Source: an optimization exercise on an open RTL-to-GDS flow (aim: small area, a short achievable clock period and few clock cycles per item). Production flows keep margins and buffers that such runs may drop.
Where RTL was checked, it was by simulation tests only, not by an equivalence proof against the original.

## cordic_sqrt_seq
module cordic_sqrt_seq (
 input         rstx,
 input         clk,
 input         start,
 input  [15:0] din,
 output        busy,
 output [15:0] dout
);
Size: ~68 flip-flops.
==> module cordic_sqrt_seq, before the edit <==
module cordic_sqrt_seq (
 input         rstx,
 input         clk,
 input         start,
 input  [15:0] din,
 output        busy,
 output [15:0] dout
);
reg  [4:0] cnt;
wire [4:0] ncnt = start ? 5'd1 :
                  ((cnt == 5'd17) || (cnt == 5'd0)) ? 5'd0 : cnt + 5'd1;
always @(posedge clk or negedge rstx)
  if (!rstx) cnt <= 5'd0;
  else       cnt <= ncnt;
assign busy = (cnt != 5'd0);
reg [7:0] selx_n;   
reg [7:0] sely_n;   
reg       mm_n;     
reg       cord_n;   
reg       yx_n;     
always @(*) begin
  sely_n = 8'b00000001;
  case (ncnt)
  5'd1: sely_n = 8'b00000001;
  5'd2: sely_n = 8'b00000010;
  5'd3: sely_n = 8'b00000100;
  5'd4: sely_n = 8'b00001000;
  5'd5: sely_n = 8'b00001000;
  5'd6: sely_n = 8'b00010000;
  5'd7: sely_n = 8'b00100000;
  5'd8: sely_n = 8'b01000000;
  5'd9: sely_n = 8'b10000000;
  default: sely_n = 8'b00000001;
  endcase
  mm_n = 1'b0;
  case (ncnt)
  5'd10: begin selx_n = 8'b00000001; mm_n = 1'b0; end
  5'd11: begin selx_n = 8'b00000100; mm_n = 1'b1; end
  5'd12: begin selx_n = 8'b00001000; mm_n = 1'b1; end
  5'd13: begin selx_n = 8'b00000100; mm_n = 1'b0; end
  5'd14: begin selx_n = 8'b00000010; mm_n = 1'b0; end
  5'd15: begin selx_n = 8'b00000010; mm_n = 1'b1; end
  5'd16: begin selx_n = 8'b00000010; mm_n = 1'b1; end
  5'd17: begin selx_n = 8'b00000010; mm_n = 1'b0; end
  default: selx_n = sely_n;
  endcase
  cord_n = (ncnt != 5'd0) && (ncnt <= 5'd9);
  yx_n   = (ncnt >= 5'd9);
end
reg [7:0] selx, sely;
reg       mm, cord, yx;
always @(posedge clk) begin
  selx <= selx_n;
  sely <= sely_n;
  mm   <= mm_n;
  cord <= cord_n;
  yx   <= yx_n;
end
reg  [20:0] X;
reg  [20:0] Y;
wire [28:0] yext = {{8{Y[20]}}, Y};
wire [28:0] xext = {8'd0, X};
reg  [20:0] ysh, xsh;
integer i, k;
always @(*) begin
  for (i = 0; i < 21; i = i + 1) begin
    ysh[i] = 1'b0;
    xsh[i] = 1'b0;
    for (k = 0; k < 8; k = k + 1) begin
      ysh[i] = ysh[i] | (selx[k] & yext[i + k + 1]);
      xsh[i] = xsh[i] | (sely[k] & xext[i + k + 1]);
    end
  end
end
reg         mx, cx, my;
wire [20:0] xsum, ysum;
pfx_add #(.W(21)) u_xadd (.a(X), .b(ysh ^ {21{mx}}), .ci(cx), .s(xsum));
pfx_add #(.W(21)) u_yadd (.a(Y), .b(xsh ^ {21{my}}), .ci(my), .s(ysum));
wire [20:0] x0 = {{1'b0, din} + 17'h02000, 4'd0};
wire [20:0] y0 = {{1'b0, din} - 17'h02000, 4'd0};
wire        ny_pos = start ? ~y0[20] : busy ? ~(yx ? xsum[20] : ysum[20]) : ~Y[20];
always @(posedge clk) begin
  mx <= cord_n ? ny_pos : mm_n;
  cx <= cord_n & ny_pos;
  my <= ny_pos;
end
always @(posedge clk)
  if (start) begin
    X <= x0;
    Y <= y0;
  end else if (busy) begin
    if (cord) X <= xsum;
    Y <= yx ? xsum : ysum;
  end
assign dout = Y[19:4] + {15'd0, Y[3]};
endmodule
==> flow/config.mk <==
export PLATFORM = sky130hd
export DESIGN_NAME = cordic_sqrt_seq
export DESIGN_NICKNAME = cordic_sqrt_seq
export VERILOG_FILES = /design/flow/design.v
export SDC_FILE = /design/flow/constraint.sdc
export NUM_CORES = 4
export LEC_CHECK = 0
export CAP_MARGIN = 20
export CORE_MARGIN = 2
export CORE_UTILIZATION = 40
export SLEW_MARGIN = 20
==> flow/constraint.sdc <==
create_clock -name core_clock -period 6.0 [get_ports {clk}]
set_input_delay 1.2000 -clock core_clock [delete_from_list [all_inputs] [get_ports {clk}]]
set_output_delay 1.2000 -clock core_clock [all_outputs]
set_load 0.01 [all_outputs]
run.sh (not shown) runs the stock make flow with config.mk's settings and CLKGATE_MAP_FILE= SYNTH_SCRIPT=/design/flow/synth_recipe.tcl, a recipe that flattens the netlist after the stock synthesis.
Testbench counts at the start, summed over its fixed seeds: cycles 144,000, items 8,000.
Rerun with:
--- a/flow/design.v
+++ b/flow/design.v
@@ -108,4 +108,5 @@
 reg  [20:0] X;
 reg  [20:0] Y;
+wire        yneg = Y[20];
 wire [28:0] yext = {{8{Y[20]}}, Y};
 wire [28:0] xext = {8'd0, X};
@@ -122,20 +123,14 @@
   end
 end
-reg         mx, cx, my;
+wire        mx   = cord ? ~yneg : mm;
+wire        cx   = cord & ~yneg;
+wire        my   = ~yneg;
 wire [20:0] xsum, ysum;
 pfx_add #(.W(21)) u_xadd (.a(X), .b(ysh ^ {21{mx}}), .ci(cx), .s(xsum));
 pfx_add #(.W(21)) u_yadd (.a(Y), .b(xsh ^ {21{my}}), .ci(my), .s(ysum));
-wire [20:0] x0 = {{1'b0, din} + 17'h02000, 4'd0};
-wire [20:0] y0 = {{1'b0, din} - 17'h02000, 4'd0};
-wire        ny_pos = start ? ~y0[20] : busy ? ~(yx ? xsum[20] : ysum[20]) : ~Y[20];
-always @(posedge clk) begin
-  mx <= cord_n ? ny_pos : mm_n;
-  cx <= cord_n & ny_pos;
-  my <= ny_pos;
-end
 always @(posedge clk)
   if (start) begin
-    X <= x0;
-    Y <= y0;
+    X <= {{1'b0, din} + 17'h02000, 4'd0};
+    Y <= {{1'b0, din} - 17'h02000, 4'd0};
   end else if (busy) begin
     if (cord) X <= xsum;
What happened: The changed run completed without violations; synthesized cell count fell by 1.8%; final area decreases by 1.9%; count of clock-buffer cells in the layout goes up by 2; sequential share of layout area drops by 0.11 points; global-route usage came out higher by 1.1 points.
Function not checked in the second run of this note: the RTL went through the layout flow alone.

static timing again, ports no longer ideal:
No port has a modelled driver above. Below, the same layouts with a new extraction and two added sets of constraints. Step 1, drivers: a clkbuf_16 drives clk and a buf_2 each remaining input, both assumed. Step 2 also shifts input and output timing later by t, the mid clock arrival at the registers, as if the neighbouring blocks saw the same clock. Slacks: ideal / step 1 / step 2; pairs: ideal / step 1.
| run | shift t [ns] | slack for setup (ns) | worst hold slack (ns) | worst setup path at the end |
|---|---|---|---|---|
| the first run | 0.383 | 2.099 / 2.069 / 1.987 | 0.487 / 0.487 / 0.487 | input to register |
| the second run | 0.381 | 1.704 / 1.704 / 1.704 | 0.521 / 0.521 / 0.521 | register to register |
After both steps every run listed still meets setup and hold. The setup slack of the first run, which loses most, moves by -0.030 ns with the drivers and by -0.112 ns with both steps.
